This is an optimization exercise on Yosys and OpenROAD, whose aim is small area and a short achievable clock period, not a production implementation. Where RTL was checked, it was by simulation tests only, not by an equivalence proof against the original. Only the layout flow was run in runs 2 and 3; the RTL was not checked for function there. Power is estimated from default activity; no workload was simulated.

==> flow/design.v, too long to show whole: its modules and the start of the top module <==
// module neurona_capa_1: 1356 lines
// module nfa: 4 lines
// module nha: 4 lines
// module nx2: 3 lines
// module nmx: 3 lines
// module nmj: 3 lines
// module nxn2: 3 lines
module neurona_capa_1(
    weight_0, weight_1, weight_2, weight_3, weight_4, weight_5, weight_6, weight_7, weight_8, weight_9, weight_10, weight_11, weight_12, weight_13, weight_14, weight_15, weight_16, weight_17, weight_18, weight_19, weight_20, weight_21, weight_22, weight_23, weight_24, weight_25, weight_26, weight_27, weight_28, weight_29, weight_30, weight_31, weight_32, weight_33, weight_34, weight_35, weight_36, weight_37, weight_38, weight_39, weight_40, weight_41, weight_42, weight_43, weight_44, weight_45, weight_46, weight_47, weight_48,
    pixel_0, pixel_1, pixel_2, pixel_3, pixel_4, pixel_5, pixel_6, pixel_7, pixel_8, pixel_9, pixel_10, pixel_11, pixel_12, pixel_13, pixel_14, pixel_15, pixel_16, pixel_17, pixel_18, pixel_19, pixel_20, pixel_21, pixel_22, pixel_23, pixel_24, pixel_25, pixel_26, pixel_27, pixel_28, pixel_29, pixel_30, pixel_31, pixel_32, pixel_33, pixel_34, pixel_35, pixel_36, pixel_37, pixel_38, pixel_39, pixel_40, pixel_41, pixel_42, pixel_43, pixel_44, pixel_45, pixel_46, pixel_47, pixel_48,
    clk, out
);
  // ...
==> flow/flow/run.sh <==
#!/bin/bash
# Own layout flow: the standard flow (standard.sh, unchanged synthesis),
# with two changes: the port buffers buffer_ports inserts are buf_1 cells
# (timing repair resizes them where needed), and the setup repair margin is
# 0 ns for the pre-placement repair in floorplan and 4.7 ns for the
# repairs after clock-tree synthesis and global routing, so that gates are
# upsized from placed timing rather than from the wire-less estimate.
set -euo pipefail
export BUFFER_PORTS_ARGS="-buffer_cell sky130_fd_sc_hd__buf_1"
SETUP_SLACK_MARGIN=0 bash standard.sh synth floorplan > standard_floorplan.log 2>&1
SETUP_SLACK_MARGIN=4.7 bash standard.sh > standard.log 2>&1
==> flow/standard.sh <==
#!/bin/bash
# synth_recipe.tcl (not shown) runs the flow's synth.tcl, then flattens the netlist and writes it again
# the make line also repeats each setting of config.mk as NAME=value (left out here)
make -C /OpenROAD-flow-scripts/flow DESIGN_CONFIG=/design/flow/config.mk WORK_HOME=/design/flow/orfs CLKGATE_MAP_FILE= SYNTH_SCRIPT=/design/flow/synth_recipe.tcl "${@:-finish}"
==> flow/config.mk <==
export PLATFORM = sky130hd
export DESIGN_NAME = neurona_capa_1
export DESIGN_NICKNAME = neurona_capa_1
export VERILOG_FILES = /design/flow/design.v
export SDC_FILE = /design/flow/constraint.sdc
export NUM_CORES = 4
export LEC_CHECK = 0
export CAP_MARGIN = 20
export CORE_MARGIN = 2
export CORE_UTILIZATION = 41
export CTS_BUF_LIST = sky130_fd_sc_hd__clkbuf_4 sky130_fd_sc_hd__clkbuf_8
export SLEW_MARGIN = 20
export SYNTH_HIERARCHICAL = 1
export SYNTH_MINIMUM_KEEP_SIZE = 0
==> flow/constraint.sdc <==
create_clock -name core_clock -period 8.0 [get_ports {clk}]
set_input_delay 1.6000 -clock core_clock [delete_from_list [all_inputs] [get_ports {clk}]]
set_output_delay 1.6000 -clock core_clock [all_outputs]
set_load 0.01 [all_outputs]
==> flow_summary.html, run 1 <==
<table>
<tr><th>Metric</th><th>Value</th></tr>
<tr><th colspan="2">Placed design</th></tr>
<tr><td>Count of input and output buffers</td><td>449</td></tr>
<tr><td>Number of placed instances with taps included</td><td>1710</td></tr>
<tr><th colspan="2">Floorplanning</th></tr>
<tr><td>Starting utilization of the core area</td><td>0.414</td></tr>
<tr><td>Number of top-level pins</td><td>450</td></tr>
<tr><td>Total Die Area</td><td>27400 µm²</td></tr>
<tr><td>FP Rows</td><td>59</td></tr>
<tr><td>Horizontal extent of the die</td><td>about 170 µm</td></tr>
<tr><th colspan="2">Power and ir drop</th></tr>
<tr><td>Switching portion of total power</td><td>0.457</td></tr>
<tr><td>Combinational cell power</td><td>a little under 0.005 W</td></tr>
<tr><td>Internal Dissipation</td><td>0.00333 W</td></tr>
<tr><td>Part of the total power dissipated in sequential elements</td><td>0.161</td></tr>
<tr><td>Total sequential power</td><td>0.000988 W</td></tr>
<tr><th colspan="2">STA</th></tr>
<tr><td>Hold violation total from the final report</td><td>0</td></tr>
<tr><th colspan="2">Worst setup path</th></tr>
<tr><td>Buffers and inverters on the worst path</td><td>1</td></tr>
<tr><td>Worst-path cell with the longest stage delay</td><td>fa_1</td></tr>
<tr><td>Critical path peak fanout</td><td>8</td></tr>
<tr><td>Critical path type</td><td>in -&gt; reg</td></tr>
<tr><td>RR Startpoint</td><td>r1[55]</td></tr>
<tr><td>Start point of the critical path</td><td>pixel_21</td></tr>
<tr><th colspan="2">Global routing</th></tr>
<tr><td>Most crowded layer after global routing</td><td>met2</td></tr>
<tr><td>GR Util All Layers</td><td>0.304</td></tr>
<tr><td>Grt met1 use</td><td>0.363</td></tr>
<tr><th colspan="2">Final layout</th></tr>
<tr><td>Final non-filler cell area</td><td>12900 µm²</td></tr>
<tr><td>Clk cell area share</td><td>0.0138</td></tr>
<tr><td>Most flops, register</td><td>r1</td></tr>
<tr><td>Area used by multi-input combinational logic</td><td>about 8400 µm²</td></tr>
<tr><td>Filler cell count</td><td>2512</td></tr>
<tr><td>Top library cells by usage in the layout, fill and taps aside</td><td>buf_1 (401), nand2_1 (392), fa_1 (269)</td></tr>
<tr><td>Non-clock inverter count in the final layout</td><td>1</td></tr>
<tr><td>Proportion of cell area occupied by registers</td><td>0.162</td></tr>
<tr><th colspan="2">Routing</th></tr>
<tr><td>Vias per std cell</td><td>around 4.9</td></tr>
<tr><td>DRC violation total after the first TritonRoute iteration</td><td>~510</td></tr>
<tr><th colspan="2">Synth</th></tr>
<tr><td>Mux cell area share after synthesis</td><td>0.00421</td></tr>
<tr><td>Post-Synthesis Mean Instance Area</td><td>10.9 µm²</td></tr>
<tr><td>Synth top area cells</td><td>fa_1 (51%), dfxtp_1 (19%), nand2_1 (14%), xor2_1 (9.5%), clkbuf_1 (1.7%)</td></tr>
<tr><td>Warning count from the yosys run</td><td>7</td></tr>
<tr><th colspan="2">CTS</th></tr>
<tr><td>Clock tree from TritonCTS</td><td>done</td></tr>
<tr><td>CTS H-tree depth</td><td>3</td></tr>
<tr><td>Number of buffers added for setup after CTS</td><td>0</td></tr>
<tr><th colspan="2">Status</th></tr>
<tr><td>Status</td><td>complete, no violations</td></tr>
<tr><th colspan="2">Worst hold path</th></tr>
<tr><td>Class of the worst hold path</td><td>reg -&gt; reg</td></tr>
</table>
==> run 2: changes to the inputs <==
--- a/flow/design.v
+++ b/flow/design.v
@@ -669,160 +669,160 @@
     wire x515;
     wire x516;
     wire x517;
     wire x518;
     wire x519;
     wire x520;
     wire x521;
     wire x522;
-    wire x523;
-    wire x524;
-    wire x525;
-    wire x526;
-    wire h527;
-    wire g528;
+    wire h523;
+    wire g524;
+    wire s525;
+    wire c526;
+    wire s527;
+    wire c528;
     wire s529;
     wire c530;
-    wire s531;
-    wire c532;
+    wire h531;
+    wire g532;
     wire s533;
     wire c534;
-    wire h535;
-    wire g536;
+    wire s535;
+    wire c536;
     wire s537;
     wire c538;
     wire s539;
     wire c540;
     wire s541;
     wire c542;
     wire s543;
     wire c544;
     wire s545;
     wire c546;
-    wire s547;
-    wire c548;
+    wire h547;
+    wire g548;
     wire s549;
     wire c550;
-    wire h551;
-    wire g552;
+    wire s551;
+    wire c552;
     wire s553;
     wire c554;
     wire s555;
     wire c556;
     wire s557;
     wire c558;
     wire s559;
     wire c560;
     wire s561;
     wire c562;
     wire s563;
     wire c564;
     wire s565;
     wire c566;
-    wire s567;
-    wire c568;
-    wire s569;
-    wire c570;
-    wire fp571;
+    wire fp567;
+    wire s568;
+    wire c569;
+    wire h570;
+    wire g571;
     wire s572;
     wire c573;
-    wire h574;
-    wire g575;
+    wire s574;
+    wire c575;
     wire s576;
     wire c577;
     wire s578;
     wire c579;
     wire s580;
     wire c581;
     wire s582;
     wire c583;
     wire s584;
     wire c585;
     wire s586;
     wire c587;
     wire s588;
     wire c589;
     wire s590;
     wire c591;
-    wire s592;
-    wire c593;
-    wire s594;
-    wire c595;
-    wire fp596;
-    wire s597;
-    wire c598;
-    wire fp599;
+    wire fp592;
+    wire s593;
+    wire c594;
+    wire fp595;
+    wire s596;
+    wire c597;
+    wire h598;
+    wire g599;
     wire s600;
     wire c601;
-    wire h602;
-    wire g603;
+    wire s602;
+    wire c603;
     wire s604;
     wire c605;
     wire s606;
     wire c607;
     wire s608;
     wire c609;
     wire s610;
     wire c611;
     wire s612;
     wire c613;
     wire s614;
     wire c615;
     wire s616;
     wire c617;
     wire s618;
     wire c619;
-    wire s620;
-    wire c621;
-    wire s622;
-    wire c623;
-    wire fp624;
-    wire s625;
-    wire c626;
-    wire fp627;
-    wire s628;
-    wire c629;
-    wire fp630;
+    wire fp620;
+    wire s621;
+    wire c622;
+    wire fp623;
+    wire s624;
+    wire c625;
+    wire fp626;
+    wire s627;
+    wire c628;
+    wire h629;
+    wire g630;
     wire s631;
     wire c632;
-    wire h633;
-    wire g634;
+    wire s633;
+    wire c634;
     wire s635;
     wire c636;
     wire s637;
     wire c638;
     wire s639;
     wire c640;
     wire s641;
     wire c642;
     wire s643;
     wire c644;
     wire s645;
     wire c646;
     wire s647;
     wire c648;
-    wire s649;
-    wire c650;
-    wire s651;
-    wire c652;
-    wire fp653;
-    wire s654;
-    wire c655;
-    wire fp656;
-    wire s657;
-    wire c658;
-    wire fp659;
-    wire s660;
-    wire c661;
-    wire fp662;
-    wire s663;
-    wire c664;
-    wire h665;
-    wire g666;
+    wire fp649;
+    wire s650;
+    wire c651;
+    wire fp652;
+    wire s653;
+    wire c654;
+    wire fp655;
+    wire s656;
+    wire c657;
+    wire fp658;
+    wire s659;
+    wire c660;
+    wire h661;
+    wire g662;
+    wire x663;
+    wire x664;
+    wire x665;
+    wire x666;
     wire x667;
     wire x668;
     wire x669;
     wire x670;
     wire x671;
     wire x672;
     wire x673;
     wire x674;
@@ -1175,133 +1175,133 @@
     nx2 u_x515 (.a(c428), .b(c430), .y(x515));
     nx2 u_x516 (.a(c432), .b(c434), .y(x516));
     nx2 u_x517 (.a(c436), .b(x508), .y(x517));
     nx2 u_x518 (.a(x509), .b(x510), .y(x518));
     nx2 u_x519 (.a(x511), .b(x512), .y(x519));
     nx2 u_x520 (.a(x513), .b(x514), .y(x520));
     nx2 u_x521 (.a(x515), .b(x516), .y(x521));
     nx2 u_x522 (.a(x517), .b(x518), .y(x522));
-    nx2 u_x523 (.a(x519), .b(x520), .y(x523));
-    nx2 u_x524 (.a(x521), .b(c438), .y(x524));
-    nx2 u_x525 (.a(c440), .b(c442), .y(x525));
-    nx2 u_x526 (.a(c444), .b(c446), .y(x526));
-    reg [92:0] r1;
+    reg [96:0] r1;
     always @(posedge clk)
-        r1 <= {x526, x525, x524, x523, x522, c450, c448, s449, s447, s445, s443, s441, c382, s439, s437, c380, c378, c376, c374, c372, c370, s435, s381, s379, s377, s375, s373, c316, s371, c314, c312, c310, c308, c306, c304, s369, s367, s365, s315, s313, s311, s309, s307, c250, c248, s305, s303, c246, c244, c242, c240, c238, s301, s299, s249, s247, s245, s243, s241, s239, c182, c180, s237, c178, c176, c174, c172, c170, s235, s181, s179, s177, s175, s173, s171, c114, c112, s169, c110, c108, c106, s167, s113, s111, s109, s107, s105, c50, c48, s99, s49, s47, s45};
-    nha u_h527 (.a(r1[0]), .b(r1[1]), .s(h527), .co(g528));
-    nfa u_s529 (.a(r1[10]), .b(r1[3]), .ci(r1[4]), .s(s529), .co(c530));
-    nfa u_s531 (.a(r1[5]), .b(r1[6]), .ci(r1[7]), .s(s531), .co(c532));
-    nfa u_s533 (.a(r1[8]), .b(r1[9]), .ci(g528), .s(s533), .co(c534));
-    nha u_h535 (.a(s529), .b(s531), .s(h535), .co(g536));
-    nfa u_s537 (.a(r1[11]), .b(r1[12]), .ci(r1[13]), .s(s537), .co(c538));
-    nfa u_s539 (.a(r1[14]), .b(r1[15]), .ci(r1[16]), .s(s539), .co(c540));
-    nfa u_s541 (.a(r1[17]), .b(r1[18]), .ci(r1[19]), .s(s541), .co(c542));
-    nfa u_s543 (.a(r1[20]), .b(r1[21]), .ci(r1[22]), .s(s543), .co(c544));
-    nfa u_s545 (.a(r1[23]), .b(c530), .ci(c532), .s(s545), .co(c546));
-    nfa u_s547 (.a(s537), .b(s539), .ci(s541), .s(s547), .co(c548));
-    nfa u_s549 (.a(s543), .b(c534), .ci(g536), .s(s549), .co(c550));
-    nha u_h551 (.a(s545), .b(s547), .s(h551), .co(g552));
-    nfa u_s553 (.a(r1[24]), .b(r1[25]), .ci(r1[26]), .s(s553), .co(c554));
-    nfa u_s555 (.a(r1[27]), .b(r1[28]), .ci(r1[29]), .s(s555), .co(c556));
-    nfa u_s557 (.a(r1[30]), .b(r1[31]), .ci(r1[32]), .s(s557), .co(c558));
-    nfa u_s559 (.a(r1[33]), .b(r1[34]), .ci(r1[35]), .s(s559), .co(c560));
-    nfa u_s561 (.a(r1[36]), .b(r1[37]), .ci(r1[38]), .s(s561), .co(c562));
-    nfa u_s563 (.a(c538), .b(c540), .ci(c542), .s(s563), .co(c564));
-    nfa u_s565 (.a(c544), .b(s553), .ci(s555), .s(s565), .co(c566));
-    nfa u_s567 (.a(s557), .b(s559), .ci(s561), .s(s567), .co(c568));
-    nfa u_s569 (.a(c546), .b(c548), .ci(s563), .s(s569), .co(c570));
-    nx2 u_fp571 (.a(s565), .b(s567), .y(fp571));
-    nx2 u_s572 (.a(fp571), .b(c550), .y(s572));
-    nmj u_c573 (.a(s565), .b(s567), .c(c550), .y(c573));
-    nha u_h574 (.a(g552), .b(s572), .s(h574), .co(g575));
-    nfa u_s576 (.a(r1[39]), .b(r1[40]), .ci(r1[41]), .s(s576), .co(c577));
-    nfa u_s578 (.a(r1[42]), .b(r1[43]), .ci(r1[44]), .s(s578), .co(c579));
-    nfa u_s580 (.a(r1[45]), .b(r1[46]), .ci(r1[47]), .s(s580), .co(c581));
-    nfa u_s582 (.a(r1[48]), .b(r1[49]), .ci(r1[50]), .s(s582), .co(c583));
-    nfa u_s584 (.a(r1[51]), .b(r1[52]), .ci(r1[53]), .s(s584), .co(c585));
-    nfa u_s586 (.a(r1[54]), .b(c554), .ci(c556), .s(s586), .co(c587));
-    nfa u_s588 (.a(c558), .b(c560), .ci(c562), .s(s588), .co(c589));
-    nfa u_s590 (.a(s576), .b(s578), .ci(s580), .s(s590), .co(c591));
-    nfa u_s592 (.a(s582), .b(s584), .ci(c564), .s(s592), .co(c593));
-    nfa u_s594 (.a(c566), .b(c568), .ci(s586), .s(s594), .co(c595));
-    nx2 u_fp596 (.a(s588), .b(s590), .y(fp596));
-    nx2 u_s597 (.a(fp596), .b(c570), .y(s597));
-    nmx u_c598 (.s(fp596), .a(s588), .b(c570), .y(c598));
-    nx2 u_fp599 (.a(s592), .b(s594), .y(fp599));
-    nx2 u_s600 (.a(fp599), .b(c573), .y(s600));
-    nmj u_c601 (.a(s592), .b(s594), .c(c573), .y(c601));
-    nha u_h602 (.a(g575), .b(s597), .s(h602), .co(g603));
-    nfa u_s604 (.a(r1[55]), .b(r1[56]), .ci(r1[57]), .s(s604), .co(c605));
-    nfa u_s606 (.a(r1[58]), .b(r1[59]), .ci(r1[60]), .s(s606), .co(c607));
-    nfa u_s608 (.a(r1[61]), .b(r1[62]), .ci(r1[63]), .s(s608), .co(c609));
-    nfa u_s610 (.a(r1[64]), .b(r1[65]), .ci(r1[66]), .s(s610), .co(c611));
-    nfa u_s612 (.a(r1[67]), .b(r1[68]), .ci(r1[69]), .s(s612), .co(c613));
-    nfa u_s614 (.a(r1[70]), .b(c577), .ci(c579), .s(s614), .co(c615));
-    nfa u_s616 (.a(c581), .b(c583), .ci(c585), .s(s616), .co(c617));
-    nfa u_s618 (.a(s604), .b(s606), .ci(s608), .s(s618), .co(c619));
-    nfa u_s620 (.a(s610), .b(s612), .ci(c587), .s(s620), .co(c621));
-    nfa u_s622 (.a(c589), .b(c591), .ci(s614), .s(s622), .co(c623));
-    nx2 u_fp624 (.a(s616), .b(s618), .y(fp624));
-    nx2 u_s625 (.a(fp624), .b(c593), .y(s625));
-    nmx u_c626 (.s(fp624), .a(s616), .b(c593), .y(c626));
-    nx2 u_fp627 (.a(c595), .b(s620), .y(fp627));
-    nx2 u_s628 (.a(fp627), .b(s622), .y(s628));
-    nmj u_c629 (.a(c595), .b(s620), .c(s622), .y(c629));
-    nx2 u_fp630 (.a(s625), .b(c598), .y(fp630));
-    nx2 u_s631 (.a(fp630), .b(g603), .y(s631));
-    nmj u_c632 (.a(s625), .b(c598), .c(g603), .y(c632));
-    nha u_h633 (.a(s628), .b(c601), .s(h633), .co(g634));
-    nfa u_s635 (.a(r1[71]), .b(r1[72]), .ci(r1[73]), .s(s635), .co(c636));
-    nfa u_s637 (.a(r1[74]), .b(r1[75]), .ci(r1[76]), .s(s637), .co(c638));
-    nfa u_s639 (.a(r1[77]), .b(r1[78]), .ci(r1[79]), .s(s639), .co(c640));
-    nfa u_s641 (.a(r1[80]), .b(r1[81]), .ci(r1[82]), .s(s641), .co(c642));
-    nfa u_s643 (.a(r1[83]), .b(r1[84]), .ci(r1[85]), .s(s643), .co(c644));
-    nfa u_s645 (.a(c605), .b(c607), .ci(c609), .s(s645), .co(c646));
-    nfa u_s647 (.a(c611), .b(c613), .ci(s635), .s(s647), .co(c648));
-    nfa u_s649 (.a(s637), .b(s639), .ci(s641), .s(s649), .co(c650));
-    nfa u_s651 (.a(s643), .b(c615), .ci(c617), .s(s651), .co(c652));
-    nx2 u_fp653 (.a(c619), .b(s645), .y(fp653));
-    nx2 u_s654 (.a(fp653), .b(s647), .y(s654));
-    nmj u_c655 (.a(c619), .b(s645), .c(s647), .y(c655));
-    nx2 u_fp656 (.a(s649), .b(s654), .y(fp656));
-    nx2 u_s657 (.a(fp656), .b(c621), .y(s657));
-    nmj u_c658 (.a(s649), .b(s654), .c(c621), .y(c658));
-    nx2 u_fp659 (.a(c623), .b(s651), .y(fp659));
-    nx2 u_s660 (.a(fp659), .b(c626), .y(s660));
-    nmx u_c661 (.s(fp659), .a(c623), .b(c626), .y(c661));
-    nx2 u_fp662 (.a(s657), .b(c629), .y(fp662));
-    nx2 u_s663 (.a(fp662), .b(s660), .y(s663));
-    nmj u_c664 (.a(s657), .b(c629), .c(s660), .y(c664));
-    nha u_h665 (.a(g634), .b(c632), .s(h665), .co(g666));
-    nx2 u_x667 (.a(r1[86]), .b(r1[87]), .y(x667));
-    nx2 u_x668 (.a(r1[88]), .b(r1[89]), .y(x668));
-    nx2 u_x669 (.a(r1[90]), .b(r1[91]), .y(x669));
-    nx2 u_x670 (.a(r1[92]), .b(x667), .y(x670));
+        r1 <= {x522, c450, c448, c446, c444, c442, c440, c438, x521, x520, x519, s449, s447, s445, s443, s441, c382, s439, s437, c380, c378, c376, c374, c372, c370, s435, s381, s379, s377, s375, s373, c316, s371, c314, c312, c310, c308, c306, c304, s369, s367, s365, s315, s313, s311, s309, s307, c250, c248, s305, s303, c246, c244, c242, c240, c238, s301, s299, s249, s247, s245, s243, s241, s239, c182, c180, s237, c178, c176, c174, c172, c170, s235, s181, s179, s177, s175, s173, s171, c114, c112, s169, c110, c108, c106, s167, s113, s111, s109, s107, s105, c50, c48, s99, s49, s47, s45};
+    nha u_h523 (.a(r1[0]), .b(r1[1]), .s(h523), .co(g524));
+    nfa u_s525 (.a(r1[10]), .b(r1[3]), .ci(r1[4]), .s(s525), .co(c526));
+    nfa u_s527 (.a(r1[5]), .b(r1[6]), .ci(r1[7]), .s(s527), .co(c528));
+    nfa u_s529 (.a(r1[8]), .b(r1[9]), .ci(g524), .s(s529), .co(c530));
+    nha u_h531 (.a(s525), .b(s527), .s(h531), .co(g532));
+    nfa u_s533 (.a(r1[11]), .b(r1[12]), .ci(r1[13]), .s(s533), .co(c534));
+    nfa u_s535 (.a(r1[14]), .b(r1[15]), .ci(r1[16]), .s(s535), .co(c536));
+    nfa u_s537 (.a(r1[17]), .b(r1[18]), .ci(r1[19]), .s(s537), .co(c538));
+    nfa u_s539 (.a(r1[20]), .b(r1[21]), .ci(r1[22]), .s(s539), .co(c540));
+    nfa u_s541 (.a(r1[23]), .b(c526), .ci(c528), .s(s541), .co(c542));
+    nfa u_s543 (.a(s533), .b(s535), .ci(s537), .s(s543), .co(c544));
+    nfa u_s545 (.a(s539), .b(c530), .ci(g532), .s(s545), .co(c546));
+    nha u_h547 (.a(s541), .b(s543), .s(h547), .co(g548));
+    nfa u_s549 (.a(r1[24]), .b(r1[25]), .ci(r1[26]), .s(s549), .co(c550));
+    nfa u_s551 (.a(r1[27]), .b(r1[28]), .ci(r1[29]), .s(s551), .co(c552));
+    nfa u_s553 (.a(r1[30]), .b(r1[31]), .ci(r1[32]), .s(s553), .co(c554));
+    nfa u_s555 (.a(r1[33]), .b(r1[34]), .ci(r1[35]), .s(s555), .co(c556));
+    nfa u_s557 (.a(r1[36]), .b(r1[37]), .ci(r1[38]), .s(s557), .co(c558));
+    nfa u_s559 (.a(c534), .b(c536), .ci(c538), .s(s559), .co(c560));
+    nfa u_s561 (.a(c540), .b(s549), .ci(s551), .s(s561), .co(c562));
+    nfa u_s563 (.a(s553), .b(s555), .ci(s557), .s(s563), .co(c564));
+    nfa u_s565 (.a(c542), .b(c544), .ci(s559), .s(s565), .co(c566));
+    nx2 u_fp567 (.a(s561), .b(s563), .y(fp567));
+    nx2 u_s568 (.a(fp567), .b(c546), .y(s568));
+    nmj u_c569 (.a(s561), .b(s563), .c(c546), .y(c569));
+    nha u_h570 (.a(g548), .b(s568), .s(h570), .co(g571));
+    nfa u_s572 (.a(r1[39]), .b(r1[40]), .ci(r1[41]), .s(s572), .co(c573));
+    nfa u_s574 (.a(r1[42]), .b(r1[43]), .ci(r1[44]), .s(s574), .co(c575));
+    nfa u_s576 (.a(r1[45]), .b(r1[46]), .ci(r1[47]), .s(s576), .co(c577));
+    nfa u_s578 (.a(r1[48]), .b(r1[49]), .ci(r1[50]), .s(s578), .co(c579));
+    nfa u_s580 (.a(r1[51]), .b(r1[52]), .ci(r1[53]), .s(s580), .co(c581));
+    nfa u_s582 (.a(r1[54]), .b(c550), .ci(c552), .s(s582), .co(c583));
+    nfa u_s584 (.a(c554), .b(c556), .ci(c558), .s(s584), .co(c585));
+    nfa u_s586 (.a(s572), .b(s574), .ci(s576), .s(s586), .co(c587));
+    nfa u_s588 (.a(s578), .b(s580), .ci(c560), .s(s588), .co(c589));
+    nfa u_s590 (.a(c562), .b(c564), .ci(s582), .s(s590), .co(c591));
+    nx2 u_fp592 (.a(s584), .b(s586), .y(fp592));
+    nx2 u_s593 (.a(fp592), .b(c566), .y(s593));
+    nmx u_c594 (.s(fp592), .a(s584), .b(c566), .y(c594));
+    nx2 u_fp595 (.a(s588), .b(s590), .y(fp595));
+    nx2 u_s596 (.a(fp595), .b(c569), .y(s596));
+    nmj u_c597 (.a(s588), .b(s590), .c(c569), .y(c597));
+    nha u_h598 (.a(g571), .b(s593), .s(h598), .co(g599));
+    nfa u_s600 (.a(r1[55]), .b(r1[56]), .ci(r1[57]), .s(s600), .co(c601));
+    nfa u_s602 (.a(r1[58]), .b(r1[59]), .ci(r1[60]), .s(s602), .co(c603));
+    nfa u_s604 (.a(r1[61]), .b(r1[62]), .ci(r1[63]), .s(s604), .co(c605));
+    nfa u_s606 (.a(r1[64]), .b(r1[65]), .ci(r1[66]), .s(s606), .co(c607));
+    nfa u_s608 (.a(r1[67]), .b(r1[68]), .ci(r1[69]), .s(s608), .co(c609));
+    nfa u_s610 (.a(r1[70]), .b(c573), .ci(c575), .s(s610), .co(c611));
+    nfa u_s612 (.a(c577), .b(c579), .ci(c581), .s(s612), .co(c613));
+    nfa u_s614 (.a(s600), .b(s602), .ci(s604), .s(s614), .co(c615));
+    nfa u_s616 (.a(s606), .b(s608), .ci(c583), .s(s616), .co(c617));
+    nfa u_s618 (.a(c585), .b(c587), .ci(s610), .s(s618), .co(c619));
+    nx2 u_fp620 (.a(s612), .b(s614), .y(fp620));
+    nx2 u_s621 (.a(fp620), .b(c589), .y(s621));
+    nmx u_c622 (.s(fp620), .a(s612), .b(c589), .y(c622));
+    nx2 u_fp623 (.a(c591), .b(s616), .y(fp623));
+    nx2 u_s624 (.a(fp623), .b(s618), .y(s624));
+    nmj u_c625 (.a(c591), .b(s616), .c(s618), .y(c625));
+    nx2 u_fp626 (.a(s621), .b(c594), .y(fp626));
+    nx2 u_s627 (.a(fp626), .b(g599), .y(s627));
+    nmj u_c628 (.a(s621), .b(c594), .c(g599), .y(c628));
+    nha u_h629 (.a(s624), .b(c597), .s(h629), .co(g630));
+    nfa u_s631 (.a(r1[71]), .b(r1[72]), .ci(r1[73]), .s(s631), .co(c632));
+    nfa u_s633 (.a(r1[74]), .b(r1[75]), .ci(r1[76]), .s(s633), .co(c634));
+    nfa u_s635 (.a(r1[77]), .b(r1[78]), .ci(r1[79]), .s(s635), .co(c636));
+    nfa u_s637 (.a(r1[80]), .b(r1[81]), .ci(r1[82]), .s(s637), .co(c638));
+    nfa u_s639 (.a(r1[83]), .b(r1[84]), .ci(r1[85]), .s(s639), .co(c640));
+    nfa u_s641 (.a(c601), .b(c603), .ci(c605), .s(s641), .co(c642));
+    nfa u_s643 (.a(c607), .b(c609), .ci(s631), .s(s643), .co(c644));
+    nfa u_s645 (.a(s633), .b(s635), .ci(s637), .s(s645), .co(c646));
+    nfa u_s647 (.a(s639), .b(c611), .ci(c613), .s(s647), .co(c648));
+    nx2 u_fp649 (.a(c615), .b(s641), .y(fp649));
+    nx2 u_s650 (.a(fp649), .b(s643), .y(s650));
+    nmj u_c651 (.a(c615), .b(s641), .c(s643), .y(c651));
+    nx2 u_fp652 (.a(s645), .b(s650), .y(fp652));
+    nx2 u_s653 (.a(fp652), .b(c617), .y(s653));
+    nmj u_c654 (.a(s645), .b(s650), .c(c617), .y(c654));
+    nx2 u_fp655 (.a(c619), .b(s647), .y(fp655));
+    nx2 u_s656 (.a(fp655), .b(c622), .y(s656));
+    nmx u_c657 (.s(fp655), .a(c619), .b(c622), .y(c657));
+    nx2 u_fp658 (.a(s653), .b(c625), .y(fp658));
+    nx2 u_s659 (.a(fp658), .b(s656), .y(s659));
+    nmj u_c660 (.a(s653), .b(c625), .c(s656), .y(c660));
+    nha u_h661 (.a(g630), .b(c628), .s(h661), .co(g662));
+    nx2 u_x663 (.a(r1[86]), .b(r1[87]), .y(x663));
+    nx2 u_x664 (.a(r1[88]), .b(r1[89]), .y(x664));
+    nx2 u_x665 (.a(r1[90]), .b(r1[91]), .y(x665));
+    nx2 u_x666 (.a(r1[92]), .b(r1[93]), .y(x666));
+    nx2 u_x667 (.a(r1[94]), .b(r1[95]), .y(x667));
+    nx2 u_x668 (.a(r1[96]), .b(x663), .y(x668));
+    nx2 u_x669 (.a(x664), .b(x665), .y(x669));
+    nx2 u_x670 (.a(x666), .b(x667), .y(x670));
     nx2 u_x671 (.a(x668), .b(x669), .y(x671));
-    nx2 u_x672 (.a(x670), .b(x671), .y(x672));
-    nx2 u_x673 (.a(c636), .b(c638), .y(x673));
-    nx2 u_x674 (.a(c640), .b(c642), .y(x674));
-    nx2 u_x675 (.a(c644), .b(x672), .y(x675));
+    nx2 u_x672 (.a(x670), .b(c632), .y(x672));
+    nx2 u_x673 (.a(c634), .b(c636), .y(x673));
+    nx2 u_x674 (.a(c638), .b(c640), .y(x674));
+    nx2 u_x675 (.a(x671), .b(x672), .y(x675));
     nx2 u_x676 (.a(x673), .b(x674), .y(x676));
     nx2 u_x677 (.a(x675), .b(x676), .y(x677));
-    nx2 u_x678 (.a(c646), .b(c648), .y(x678));
-    nx2 u_x679 (.a(c650), .b(x677), .y(x679));
+    nx2 u_x678 (.a(c642), .b(c644), .y(x678));
+    nx2 u_x679 (.a(c646), .b(x677), .y(x679));
     nx2 u_x680 (.a(x678), .b(x679), .y(x680));
-    nx2 u_x681 (.a(c652), .b(c655), .y(x681));
+    nx2 u_x681 (.a(c648), .b(c651), .y(x681));
     nx2 u_x682 (.a(x680), .b(x681), .y(x682));
-    nx2 u_x683 (.a(c658), .b(x682), .y(x683));
-    nx2 u_x684 (.a(x683), .b(c661), .y(x684));
-    nx2 u_x685 (.a(x684), .b(c664), .y(x685));
-    nx2 u_x686 (.a(g666), .b(x685), .y(x686));
-    nha u_h687 (.a(r1[2]), .b(h527), .s(h687), .co(g688));
-    nha u_h689 (.a(s533), .b(h535), .s(h689), .co(g690));
-    nha u_h691 (.a(s549), .b(h551), .s(h691), .co(g692));
-    nha u_h693 (.a(s569), .b(h574), .s(h693), .co(g694));
-    nha u_h695 (.a(h602), .b(s600), .s(h695), .co(g696));
+    nx2 u_x683 (.a(c654), .b(x682), .y(x683));
+    nx2 u_x684 (.a(x683), .b(c657), .y(x684));
+    nx2 u_x685 (.a(x684), .b(c660), .y(x685));
+    nx2 u_x686 (.a(g662), .b(x685), .y(x686));
+    nha u_h687 (.a(r1[2]), .b(h523), .s(h687), .co(g688));
+    nha u_h689 (.a(s529), .b(h531), .s(h689), .co(g690));
+    nha u_h691 (.a(s545), .b(h547), .s(h691), .co(g692));
+    nha u_h693 (.a(s565), .b(h570), .s(h693), .co(g694));
+    nha u_h695 (.a(h598), .b(s596), .s(h695), .co(g696));
     assign p697 = g690 | (h689 & g688);
     assign p698 = h689 & h687;
     assign p699 = g692 | (h691 & g690);
     assign p700 = h691 & h689;
     assign p701 = g694 | (h693 & g692);
     assign p702 = h693 & h691;
     assign p703 = g696 | (h695 & g694);
     assign p704 = h695 & h693;
@@ -1311,18 +1311,18 @@
     assign p708 = p703 | (p704 & p699);
     assign p709 = p704 & p700;
     assign p710 = p708 | (p709 & g688);
     assign p711 = ~h687;
     nxn2 u_x712 (.a(h689), .b(g688), .y(x712));
     nxn2 u_x713 (.a(h691), .b(p697), .y(x713));
     nxn2 u_x714 (.a(h693), .b(p705), .y(x714));
     nxn2 u_x715 (.a(h695), .b(p706), .y(x715));
-    nha u_h716 (.a(s631), .b(h633), .s(h716), .co(g717));
-    nha u_h718 (.a(s663), .b(h665), .s(h718), .co(g719));
+    nha u_h716 (.a(s627), .b(h629), .s(h716), .co(g717));
+    nha u_h718 (.a(s659), .b(h661), .s(h718), .co(g719));
     reg r2_g717;
     reg r2_h716;
     reg r2_p710;
     reg r2_g719;
     reg r2_h718;
     reg r2_x686;
     reg r2_p711;
     reg r2_x712;
==> flow/flow/run.sh (replaced) <==
#!/bin/bash
# Own layout flow: the standard flow (standard.sh, unchanged synthesis),
# except that the port buffers buffer_ports inserts are buf_1 cells rather
# than the default it picks; timing repair resizes them where needed.
set -euo pipefail
export BUFFER_PORTS_ARGS="-buffer_cell sky130_fd_sc_hd__buf_1"
bash standard.sh > standard.log 2>&1
==> flow/config.mk (replaced) <==
export PLATFORM = sky130hd
export DESIGN_NAME = neurona_capa_1
export DESIGN_NICKNAME = neurona_capa_1
export VERILOG_FILES = /design/flow/design.v
export SDC_FILE = /design/flow/constraint.sdc
export NUM_CORES = 4
export LEC_CHECK = 0
export CAP_MARGIN = 20
export CORE_MARGIN = 2
export CORE_UTILIZATION = 40
export CTS_BUF_LIST = sky130_fd_sc_hd__clkbuf_4 sky130_fd_sc_hd__clkbuf_8
export SETUP_SLACK_MARGIN = 4.7
export SLEW_MARGIN = 20
export SYNTH_HIERARCHICAL = 1
export SYNTH_MINIMUM_KEEP_SIZE = 0
==> run 2 against run 1 <==
Sequential power barely moved. Die area rose by 3.2%. Area after synthesis increased by 0.75%. Final cell count grew 0.64%. Clock power rose by 3%. Combinational power up 2%. Core utilization shrank 0.67 points. Critical endpoint is now r1[10]. Highest routed layer is now met4.
==> flow_summary.html, run 2 <==
<table>
<tr><th>Metric</th><th>Value</th></tr>
<tr><th colspan="2">Status</th></tr>
<tr><td>Status</td><td>complete, no violations</td></tr>
<tr><th colspan="2">Synth</th></tr>
<tr><td>Instance count of the mapped netlist</td><td>roughly 1000</td></tr>
<tr><td>Adder and majority cell fraction of the synthesized area</td><td>0.527</td></tr>
<tr><td>Warning count from the yosys run</td><td>7 (unchanged)</td></tr>
<tr><td>Post-Synthesis Mean Instance Area</td><td>10.9 µm² (+0.34%)</td></tr>
<tr><td>Synthesized netlist net count</td><td>1714</td></tr>
<tr><td>Number of synthesized register bits</td><td>between 100 and 150</td></tr>
<tr><td>Number of enable-type register cells in the synthesized netlist</td><td>0</td></tr>
<tr><td>Fraction of synthesized cell area in xor and xnor cells</td><td>0.102</td></tr>
<tr><td>Fraction of registers with async set or reset after synthesis</td><td>0</td></tr>
<tr><td>Synth top area cells</td><td>fa_1 (50%), dfxtp_1 (20%), nand2_1 (14%), xor2_1 (9.4%), clkbuf_1 (1.7%)</td></tr>
<tr><td>Proportion of synthesized chip area in sequential cells</td><td>0.201</td></tr>
<tr><td>Cell with the most instances after synthesis</td><td>nand2_1</td></tr>
<tr><td>Yosys top cell area share</td><td>0.504</td></tr>
<tr><td>Synthesized-area fraction occupied by ao, oa, aoi and oai cells</td><td>0.00500</td></tr>
<tr><td>Number of distinct library cells after synthesis</td><td>14</td></tr>
<tr><td>Biggest area consumer among synthesized cells</td><td>fa_1</td></tr>
<tr><td>Cell Area, Synth</td><td>approximately 11000 µm²</td></tr>
<tr><td>Synthesized-area fraction occupied by and/or/nand/nor cells</td><td>0.138</td></tr>
<tr><td>Mux cell area share after synthesis</td><td>0.00418 (-0.0000313)</td></tr>
<tr><td>Most instantiated cells after synthesis</td><td>nand2_1 (392), fa_1 (271), xor2_1 (116), dfxtp_1 (108), clkbuf_1 (49)</td></tr>
<tr><td>Top FF cell, synth</td><td>dfxtp_1</td></tr>
<tr><td>Largest family of logic cells by synthesized area</td><td>adder cells</td></tr>
<tr><th colspan="2">Worst hold path</th></tr>
<tr><td>Cell depth of the worst hold path</td><td>2</td></tr>
<tr><td>Hold path start</td><td>r1[2]</td></tr>
<tr><td>Class of the worst hold path</td><td>reg -&gt; reg</td></tr>
<tr><td>Sink of the worst hold path</td><td>r2_p711</td></tr>
<tr><th colspan="2">Worst setup path</th></tr>
<tr><td>Startpoint class of the critical path</td><td>input pin</td></tr>
<tr><td>Worst-path cell with the longest stage delay</td><td>fa_1</td></tr>
<tr><td>RR Startpoint</td><td>r1[30]</td></tr>
<tr><td>Critical Path RT</td><td>8.27 ns</td></tr>
<tr><td>Worst R2R Path Depth</td><td>9</td></tr>
<tr><td>Most frequent CP cell</td><td>fa_1</td></tr>
<tr><td>Critical path type</td><td>in -&gt; reg</td></tr>
<tr><td>Critical path peak fanout</td><td>8 (unchanged)</td></tr>
<tr><td>Largest stage delay, worst path</td><td>0.63 ns</td></tr>
<tr><td>Reg-to-reg setup timing slack</td><td>around 4.8 ns</td></tr>
<tr><td>Worst path arrival time</td><td>3.54 ns</td></tr>
<tr><td>CP cell instances</td><td>buf_2 -&gt; nand2_1 -&gt; fa_2 -&gt; fa_1 -&gt; fa_1</td></tr>
<tr><td>Worst setup EP type</td><td>register</td></tr>
<tr><td>RR Endpoint</td><td>r2_h718</td></tr>
<tr><th colspan="2">Floorplanning</th></tr>
<tr><td>FP Rows</td><td>60 (+1.7%)</td></tr>
<tr><td>DIE HEIGHT</td><td>168 µm</td></tr>
<tr><td>Total Die Area</td><td>28200 µm² (+3.2%)</td></tr>
<tr><td>Starting utilization of the core area</td><td>0.403 (-0.0108)</td></tr>
<tr><td>Number of top-level pins</td><td>450 (unchanged)</td></tr>
<tr><td>Horizontal extent of the die</td><td>168 µm (+1.6%)</td></tr>
<tr><td>Placeable core area</td><td>about 27000 µm²</td></tr>
<tr><th colspan="2">Final layout</th></tr>
<tr><td>Most flops, register</td><td>r1</td></tr>
<tr><td>Net count of the finished layout</td><td>2118</td></tr>
<tr><td>Top library cells by usage in the layout, fill and taps aside</td><td>buf_1 (401), nand2_1 (354), fa_1 (242)</td></tr>
<tr><td>Filler cell count</td><td>2619 (+4.3%)</td></tr>
<tr><td>Largest register FFs</td><td>a little under 100</td></tr>
<tr><td>Finished Core Util</td><td>0.491</td></tr>
<tr><td>Layout overhead on the synthesized area</td><td>22.0%</td></tr>
<tr><td>Commonest non-fill, non-tap cell in the layout</td><td>buf_1</td></tr>
<tr><td>Layout cell share with drive strength beyond 1</td><td>0.102</td></tr>
<tr><th colspan="2">Routing</th></tr>
<tr><td>Post-detailed-route wirelength per cell</td><td>22.6 µm</td></tr>
<tr><td>Remaining DRCs</td><td>0</td></tr>
<tr><td>Via count</td><td>between 8000 and 9000</td></tr>
<tr><td>Antenna Nets Post-Route</td><td>0</td></tr>
<tr><td>Number of iterations in the first detailed-routing pass</td><td>5</td></tr>
<tr><td>DRC violation total after the first TritonRoute iteration</td><td>314 (-38%)</td></tr>
<tr><td>Vias per std cell</td><td>4.85 (-0.89%)</td></tr>
<tr><td>WL final</td><td>39.3 mm</td></tr>
<tr><th colspan="2">STA</th></tr>
<tr><td>Max-slew violation count</td><td>0</td></tr>
<tr><td>Final Cycle Share</td><td>0.409</td></tr>
<tr><td>Count of final setup violators</td><td>0</td></tr>
<tr><td>Minimum clock period</td><td>3.27 ns</td></tr>
<tr><td>Worst clock skew</td><td>0.00819 ns</td></tr>
<tr><td>Highest clock frequency the design can meet</td><td>~310 MHz</td></tr>
<tr><td>Unrepaired setup endpoints after global routing</td><td>yes</td></tr>
<tr><td>Hold violation total from the final report</td><td>0 (unchanged)</td></tr>
<tr><td>Relative slew slack</td><td>0.541</td></tr>
<tr><td>Final sum of negative setup slack</td><td>0 ns</td></tr>
<tr><td>Worst Max-Slew Pin Slew</td><td>0.689 ns</td></tr>
<tr><th colspan="2">Global routing</th></tr>
<tr><td>Via count of the first global-routing pass</td><td>roughly 9400</td></tr>
<tr><td>Pin count of the biggest net entering global routing</td><td>19</td></tr>
<tr><td>Wire length of the first global-routing pass</td><td>about 56 mm</td></tr>
<tr><td>Antenna violations before repair</td><td>2</td></tr>
<tr><td>Global route overflow</td><td>0</td></tr>
<tr><td>GR Util All Layers</td><td>0.282 (-0.0220)</td></tr>
<tr><th colspan="2">Power and ir drop</th></tr>
<tr><td>Worst vdd rail ir drop</td><td>591 µV</td></tr>
<tr><td>Design Power</td><td>between 0.006 and 0.007 W</td></tr>
<tr><td>Power density over the cells</td><td>480 nW/µm²</td></tr>
<tr><td>Standby leakage power</td><td>4.75 nW</td></tr>
<tr><th colspan="2">Run</th></tr>
<tr><td>Maximum Capacitance Violations</td><td>0</td></tr>
<tr><th colspan="2">CTS</th></tr>
<tr><td>Number of buffers inserted for hold repair after clock tree synthesis</td><td>0</td></tr>
<tr><td>CTS H-tree depth</td><td>3 (unchanged)</td></tr>
<tr><td>Clock Path Buffers</td><td>2</td></tr>
<tr><td>Clock tree from TritonCTS</td><td>done</td></tr>
<tr><td>Post-CTS clock slew at the launch and capture registers of the worst setup and hold paths</td><td>0.11 ns</td></tr>
<tr><td>Root cell of the clock tree</td><td>clkbuf_8</td></tr>
<tr><td>Num Clock Sinks</td><td>108</td></tr>
<tr><td>Latest clock arrival within the worst-skew pair</td><td>0.38 ns</td></tr>
<tr><td>TritonCTS buffer count</td><td>9</td></tr>
<tr><th colspan="2">Placed design</th></tr>
<tr><td>Detailed-placement wirelength estimate</td><td>35.5 mm</td></tr>
<tr><td>Final Wtd Congestion</td><td>about 0.95</td></tr>
<tr><td>Count of input and output buffers</td><td>449 (unchanged)</td></tr>
</table>
==> run 2: cell types whose count changed after synthesis <==
| cell | change |
|---|---|
| dfxtp_1 | +4 |
==> run 2: worst max-delay path by stage <==
stage / slack [ns] / to / startpoint / depth (start not counted)
2_1_floorplan: 4.63 / r1[23] / pixel_44 / 5
3_3_place_gp: 3.86 / r1[69] / pixel_44 / 5
3_5_place_dp: 3.84 / r1[69] / pixel_44 / 5
4_1_cts: 4.70 / r1[23] / pixel_38 / 5
5_1_grt: 4.69 / r1[96] / pixel_3 / 9
6_report: 4.73 / r1[10] / pixel_21 / 5
==> run 2: layer usage <==
metal  global-route usage  up-vias  share of wire
met4               0.0828        0          0.030
met3               0.0386       58          0.048
li1                     -     3765              -
met5                    0        -              0
met2                0.529      315           0.54
met1                0.339     4289           0.38
==> run 2: critical path, delay by kind of cell <==
family,cells,cell delay [ns]
adder cells (fa/ha/maj),3,1.55
buffers and inverters,1,0.25
AND/OR/NAND/NOR,1,0.14
==> run 2: through the flow <==
stage	hold WS, ns	instance area, µm²	instances	setup slack, ns
after global routing	0.566	13100	1739	4.69
after global placement	0.505	12800	1720	3.86
after CTS	0.521	13100	1736	4.70
final	0.517	13100	1739	4.73
after floorplan	0.483	11500	987	4.63
after detailed placement	0.505	12800	1720	3.84
==> run 2: logic make-up (layout without fill, tap and decap cells) <==
family,after synthesis,after routing
simple gates,394,394
buf+inv,58,467
fa+ha+maj,292,292
flops,108,108
other cells,0,2
mux,3,3
xor+xnor,125,125
compound gates,7,7
==> run 2: per-module statistics from Yosys, one instance, submodules excluded <==
module / cells inside / flip-flops and latches / cell area, µm²
nha: 1 / 0 / 12.5
neurona_capa_1: 567 / 108 / 3950
nfa: 1 / 0 / 20.0
nmj: 1 / 0 / 11.3
nx2: 1 / 0 / 8.76
nmx: 1 / 0 / 15.0
nxn2: 1 / 0 / 8.76
==> run 2: timing repair <==
item | in CTS | in global routing
resized for setup | 66 | 14
cloned | 0 | 0
setup endpoints to repair | 85 | 14
buffers inserted | 0 | 1
pin swaps | 0 | 9
==> run 2: layout make-up <==
type	instances	area, µm²	share of cell area
timing repair buffer	450	1790	0.136
antenna	2	5.00	0.000381
multi-input combinational	821	8560	0.652
sequential	108	2160	0.165
inverter	1	3.75	0.000286
tap	341	427	0.0325
clock buffer	10	138	0.0105
clock inverter	6	47.5	0.00362
==> run 2: power breakdown <==
| part | internal, W | total [W] | switching (W) |
|---|---|---|---|
| registers | 0.000879 | 0.00102 | 0.000140 |
| clock network | 0.000125 | 0.000319 | 0.000195 |
| logic | 0.00239 | 0.00496 | 0.00257 |
==> run 3: changes to the inputs <==
==> flow/flow/run.sh (replaced) <==
#!/bin/bash
# Own layout flow: the standard flow (standard.sh, unchanged synthesis),
# with two changes: the port buffers buffer_ports inserts are buf_1 cells
# (timing repair resizes them where needed), and the setup repair margin is
# 0 ns for the pre-placement repair in floorplan and 4.7 ns for the
# repairs after clock-tree synthesis and global routing, so that gates are
# upsized from placed timing rather than from the wire-less estimate.
set -euo pipefail
export BUFFER_PORTS_ARGS="-buffer_cell sky130_fd_sc_hd__buf_1"
SETUP_SLACK_MARGIN=0 bash standard.sh synth floorplan > standard_floorplan.log 2>&1
SETUP_SLACK_MARGIN=4.7 bash standard.sh > standard.log 2>&1
--- a/flow/config.mk
+++ b/flow/config.mk
@@ -11,3 +11,2 @@
 export CTS_BUF_LIST = sky130_fd_sc_hd__clkbuf_4 sky130_fd_sc_hd__clkbuf_8
-export SETUP_SLACK_MARGIN = 4.7
 export SLEW_MARGIN = 20
==> run 3 against run 2 <==
Maximum frequency is 0.62% lower. Still clean on timing, DRC and antenna. Critical path type unchanged. Largest power group unchanged. Flip-flop and latch count stayed put. Final cell count hardly changed. Setup slack worse by 0.020 ns. Die area stayed put. Global-route usage is 1.0 points higher.
==> flow_summary.html, run 3 <==
<table>
<tr><th>Metric</th><th>Value</th></tr>
<tr><th colspan="2">Synth</th></tr>
<tr><td>Warning count from the yosys run</td><td>7 (unchanged)</td></tr>
<tr><td>Number of distinct library cells after synthesis</td><td>14 (unchanged)</td></tr>
<tr><td>Largest family of logic cells by synthesized area</td><td>adder cells</td></tr>
<tr><td>Cell Area, Synth</td><td>10800 µm² (unchanged)</td></tr>
<tr><td>Synthesized-area fraction occupied by ao, oa, aoi and oai cells</td><td>0.00500 (unchanged)</td></tr>
<tr><td>Yosys top cell area share</td><td>0.504 (unchanged)</td></tr>
<tr><td>Most instantiated cells after synthesis</td><td>nand2_1 (392), fa_1 (271), xor2_1 (116), dfxtp_1 (108), clkbuf_1 (49)</td></tr>
<tr><td>Number of enable-type register cells in the synthesized netlist</td><td>0 (unchanged)</td></tr>
<tr><td>Number of synthesized register bits</td><td>108 (unchanged)</td></tr>
<tr><td>Fraction of synthesized cell area in xor and xnor cells</td><td>0.102 (unchanged)</td></tr>
<tr><td>Proportion of synthesized chip area in sequential cells</td><td>0.201 (unchanged)</td></tr>
<tr><td>Synthesized-area fraction occupied by and/or/nand/nor cells</td><td>0.138 (unchanged)</td></tr>
<tr><td>Biggest area consumer among synthesized cells</td><td>fa_1</td></tr>
<tr><td>Synth top area cells</td><td>fa_1 (50%), dfxtp_1 (20%), nand2_1 (14%), xor2_1 (9.4%), clkbuf_1 (1.7%)</td></tr>
<tr><td>Synthesized netlist net count</td><td>1714 (unchanged)</td></tr>
<tr><td>Fraction of registers with async set or reset after synthesis</td><td>0 (unchanged)</td></tr>
<tr><td>Adder and majority cell fraction of the synthesized area</td><td>0.527 (unchanged)</td></tr>
<tr><td>Top FF cell, synth</td><td>dfxtp_1</td></tr>
<tr><td>Cell with the most instances after synthesis</td><td>nand2_1</td></tr>
<tr><td>Post-Synthesis Mean Instance Area</td><td>10.9 µm² (unchanged)</td></tr>
<tr><td>Instance count of the mapped netlist</td><td>987 (unchanged)</td></tr>
<tr><td>Mux cell area share after synthesis</td><td>0.00418 (unchanged)</td></tr>
<tr><th colspan="2">Worst setup path</th></tr>
<tr><td>Critical path peak fanout</td><td>8 (unchanged)</td></tr>
<tr><td>RR Startpoint</td><td>r1[59]</td></tr>
<tr><td>Worst setup EP type</td><td>register</td></tr>
<tr><td>Worst path arrival time</td><td>3.54 ns (about the same)</td></tr>
<tr><td>Reg-to-reg setup timing slack</td><td>4.84 ns (about the same)</td></tr>
<tr><td>Worst R2R Path Depth</td><td>9 (unchanged)</td></tr>
<tr><td>Startpoint class of the critical path</td><td>input pin</td></tr>
<tr><td>Critical Path RT</td><td>8.25 ns (-0.02 ns)</td></tr>
<tr><td>Critical path type</td><td>in -&gt; reg</td></tr>
<tr><td>RR Endpoint</td><td>r2_h718</td></tr>
<tr><th colspan="2">Final layout</th></tr>
<tr><td>Commonest non-fill, non-tap cell in the layout</td><td>buf_1</td></tr>
<tr><td>Most flops, register</td><td>r1</td></tr>
<tr><td>Net count of the finished layout</td><td>2118 (unchanged)</td></tr>
<tr><td>Top library cells by usage in the layout, fill and taps aside</td><td>buf_1 (400), nand2_1 (391), fa_1 (268)</td></tr>
<tr><td>Layout cell share with drive strength beyond 1</td><td>0.0587 (-0.0430)</td></tr>
<tr><td>Finished Core Util</td><td>0.485 (-0.00609)</td></tr>
<tr><td>Largest register FFs</td><td>97 (unchanged)</td></tr>
<tr><td>Fin cells</td><td>1738 (-0.058%)</td></tr>
<tr><td>Layout overhead on the synthesized area</td><td>20.5%</td></tr>
<tr><th colspan="2">Global routing</th></tr>
<tr><td>Via count of the first global-routing pass</td><td>9449 (+0.085%)</td></tr>
<tr><td>Wire length of the first global-routing pass</td><td>58.0 mm (+4.0%)</td></tr>
<tr><td>Global route overflow</td><td>0 (unchanged)</td></tr>
<tr><td>GR Util All Layers</td><td>0.293 (+0.0105)</td></tr>
<tr><td>Antenna violations before repair</td><td>2 (unchanged)</td></tr>
<tr><td>Pin count of the biggest net entering global routing</td><td>20 (+1)</td></tr>
<tr><th colspan="2">Floorplanning</th></tr>
<tr><td>Starting utilization of the core area</td><td>0.403 (unchanged)</td></tr>
<tr><td>FP Rows</td><td>60 (unchanged)</td></tr>
<tr><td>Placeable core area</td><td>26700 µm² (unchanged)</td></tr>
<tr><td>DIE HEIGHT</td><td>168 µm (unchanged)</td></tr>
<tr><td>Total Die Area</td><td>28200 µm² (unchanged)</td></tr>
<tr><td>Horizontal extent of the die</td><td>168 µm (unchanged)</td></tr>
<tr><td>Number of top-level pins</td><td>450 (unchanged)</td></tr>
<tr><th colspan="2">Routing</th></tr>
<tr><td>DRC violation total after the first TritonRoute iteration</td><td>359 (+14%)</td></tr>
<tr><td>WL final</td><td>40.2 mm (+2.1%)</td></tr>
<tr><td>Remaining DRCs</td><td>0 (unchanged)</td></tr>
<tr><td>Post-detailed-route wirelength per cell</td><td>23.1 µm (+2.2%)</td></tr>
<tr><td>Via count</td><td>8548 (+1.4%)</td></tr>
<tr><td>Number of iterations in the first detailed-routing pass</td><td>5 (unchanged)</td></tr>
<tr><td>Vias per std cell</td><td>4.92 (+1.5%)</td></tr>
<tr><td>Antenna Nets Post-Route</td><td>0 (unchanged)</td></tr>
<tr><th colspan="2">CTS</th></tr>
<tr><td>Number of buffers inserted for hold repair after clock tree synthesis</td><td>0 (unchanged)</td></tr>
<tr><td>Latest clock arrival within the worst-skew pair</td><td>0.38 ns (about the same)</td></tr>
<tr><td>Post-CTS clock slew at the launch and capture registers of the worst setup and hold paths</td><td>0.12 ns (about the same)</td></tr>
<tr><td>Clock Path Buffers</td><td>2 (unchanged)</td></tr>
<tr><td>Num Clock Sinks</td><td>108 (unchanged)</td></tr>
<tr><td>Root cell of the clock tree</td><td>clkbuf_8</td></tr>
<tr><td>Clock tree from TritonCTS</td><td>done</td></tr>
<tr><td>TritonCTS buffer count</td><td>9 (unchanged)</td></tr>
<tr><td>CTS H-tree depth</td><td>3 (unchanged)</td></tr>
<tr><th colspan="2">Status</th></tr>
<tr><td>Status</td><td>complete, no violations</td></tr>
<tr><th colspan="2">Placed design</th></tr>
<tr><td>Detailed-placement wirelength estimate</td><td>36.6 mm (+3.2%)</td></tr>
<tr><td>Count of input and output buffers</td><td>449 (unchanged)</td></tr>
<tr><td>Number of placed instances with taps included</td><td>1720 (unchanged)</td></tr>
<tr><td>Final Wtd Congestion</td><td>0.985 (+4.1%)</td></tr>
<tr><th colspan="2">Worst hold path</th></tr>
<tr><td>Cell depth of the worst hold path</td><td>2 (unchanged)</td></tr>
<tr><td>Hold path start</td><td>r1[2]</td></tr>
<tr><td>Class of the worst hold path</td><td>reg -&gt; reg</td></tr>
<tr><td>Sink of the worst hold path</td><td>r2_p711</td></tr>
<tr><th colspan="2">Power and ir drop</th></tr>
<tr><td>Standby leakage power</td><td>4.71 nW (-0.65%)</td></tr>
<tr><td>Clk pwr share</td><td>0.052 (about the same)</td></tr>
<tr><td>Design Power</td><td>0.00626 W (-0.59%)</td></tr>
<tr><td>Portion of total power attributed to combinational logic</td><td>0.786 (-0.002)</td></tr>
<tr><td>Part of the total power dissipated in sequential elements</td><td>0.163 (about the same)</td></tr>
<tr><td>Internal Dissipation</td><td>0.00337 W (-0.67%)</td></tr>
<tr><td>Switching portion of total power</td><td>0.462 (about the same)</td></tr>
<tr><td>Power density over the cells</td><td>483 nW/µm² (+0.65%)</td></tr>
<tr><td>Worst vdd rail ir drop</td><td>822 µV (+39%)</td></tr>
<tr><td>Switching pwr</td><td>0.00289 W (-0.51%)</td></tr>
<tr><th colspan="2">STA</th></tr>
<tr><td>Highest clock frequency the design can meet</td><td>303 MHz (-0.62%)</td></tr>
<tr><td>Count of final setup violators</td><td>0 (unchanged)</td></tr>
<tr><td>Worst Max-Slew Pin Slew</td><td>0.382 ns (-0.307 ns)</td></tr>
<tr><td>Final sum of negative setup slack</td><td>0 ns (unchanged)</td></tr>
<tr><td>Hold violation total from the final report</td><td>0 (unchanged)</td></tr>
<tr><td>Minimum clock period</td><td>3.30 ns (+0.0204 ns)</td></tr>
<tr><td>Worst clock skew</td><td>0.0167 ns (+0.00855 ns)</td></tr>
<tr><td>Max-slew violation count</td><td>0 (unchanged)</td></tr>
<tr><td>Relative slew slack</td><td>0.745 (+0.204)</td></tr>
<tr><td>Final Cycle Share</td><td>0.412 (+0.00255)</td></tr>
<tr><td>Unrepaired setup endpoints after global routing</td><td>no</td></tr>
<tr><th colspan="2">Run</th></tr>
<tr><td>Maximum Capacitance Violations</td><td>0 (unchanged)</td></tr>
</table>
[run 3: cell counts after synthesis]
Identical to the previous run, type by type.
[run 3: Yosys stat by module, one instance, submodules excluded]
| module | flip-flops and latches | area [µm²] |
|---|---|---|
| neurona_capa_1 | 108 | 3950 |
| nfa | 0 | 20.0 |
| nmx | 0 | 15.0 |
| nha | 0 | 12.5 |
| nmj | 0 | 11.3 |
| nx2 | 0 | 8.76 |
| nxn2 | 0 | 8.76 |
[run 3: cell type report]
type | instances | area [µm²]
tap | 341 | 427
clock inverter | 6 | 53.8
fill | 2631 | 13800
multi-input combinational | 821 | 8380
timing repair buffer | 450 | 1800
antenna | 1 | 2.50
inverter | 1 | 3.75
clock buffer | 10 | 138
sequential | 108 | 2160
[run 3: repair_timing]
action | in CTS | in global routing
pin swaps | 0 | 9
setup endpoints to repair | 86 | 13
buffers inserted | 0 | 1
gates resized for setup | 55 | 19
[run 3: critical path: stages]
cell and delay [ns]:
buf_2 0.23, nand2_1 0.12, fa_1 0.62, fa_1 0.47, fa_1 0.50
[run 3: routing by layer]
metal / share of wire / wire length [µm] / global-route usage / vias up
met4: 0.023 / 941 / 0.0652 / 2
li1: - / - / - / 3755
met5: 0.00040 / 16 / 0 / -
met1: 0.39 / 15500 / 0.354 / 4417
met3: 0.049 / 1950 / 0.0498 / 51
met2: 0.54 / 21800 / 0.548 / 323
[run 3: power groups by stage]
stage | Clock (W) | Sequential (W) | Combinational [W]
floorplan | 0 | 0.000984 | 0.00385
global placement | 0 | 0.00104 | 0.00477
detailed placement | 0 | 0.00104 | 0.00490
CTS | 0.000336 | 0.00103 | 0.00494
global route | 0.000354 | 0.00104 | 0.00548
finish | 0.000325 | 0.00102 | 0.00492
[run 3: how the worst max path moves through the flow]
stage	slack, ns	cells past startpoint	endpoint	start
after floorplan	4.46	5	r1[10]	pixel_0
after global placement	3.71	5	r1[54]	pixel_11
after detailed placement	3.72	5	r1[54]	pixel_11
after CTS	4.69	5	r1[54]	pixel_8
after global routing	4.70	5	r1[22]	pixel_12
final	4.70	5	r1[70]	pixel_22
[run 3: metrics by stage]
step	hold WS, ns	area, µm²	worst slack [ns]
after floorplan	0.483	10800	4.46
after global placement	0.501	12600	3.71
after detailed placement	0.508	12600	3.72
after CTS	0.525	12900	4.69
after global routing	0.555	13000	4.70
final	0.519	13000	4.70
[run 3: cells by family (layout without fill, tap and decap cells)]
family          after synthesis  in the layout
fa+ha+maj                   292            292
xor+xnor                    125            125
flops                       108            108
other cells                   0              1
compound gates                7              7
buf+inv                      58            467
simple gates                394            394
mux                           3              3

[re-timing with driven ports]
In the flow no input, the clock included, has a driving cell. The finished layouts below were timed again as built, in two steps. Step 1 (the two cells are an assumption about what drives the block):
set clk [get_ports {clk}]
set_driving_cell -lib_cell sky130_fd_sc_hd__clkbuf_16 $clk
set_driving_cell -lib_cell sky130_fd_sc_hd__buf_2 [delete_from_list [all_inputs] $clk]
Step 2 also shifts input and output timing later by t, the mid clock arrival at the registers, as if the neighbouring blocks saw the same clock. Three values: ideal, step 1, step 2; two values: the first two.
run | t (ns) | setup slack, ns | worst hold slack (ns) | pins driven straight from the clock port
run 1 | 0.410 | 4.737 / 4.752 / 4.342 | 0.528 / 0.528 / 0.528 | 1
run 2 | 0.422 | 4.725 / 4.745 / 4.322 | 0.517 / 0.517 / 0.517 | 1
run 3 | 0.416 | 4.705 / 4.725 / 4.308 | 0.519 / 0.519 / 0.519 | 1
After both steps every run listed still meets setup and hold. For run 2, which loses most, drivers alone change the setup slack by +0.020 ns; drivers and shift together by -0.403 ns.
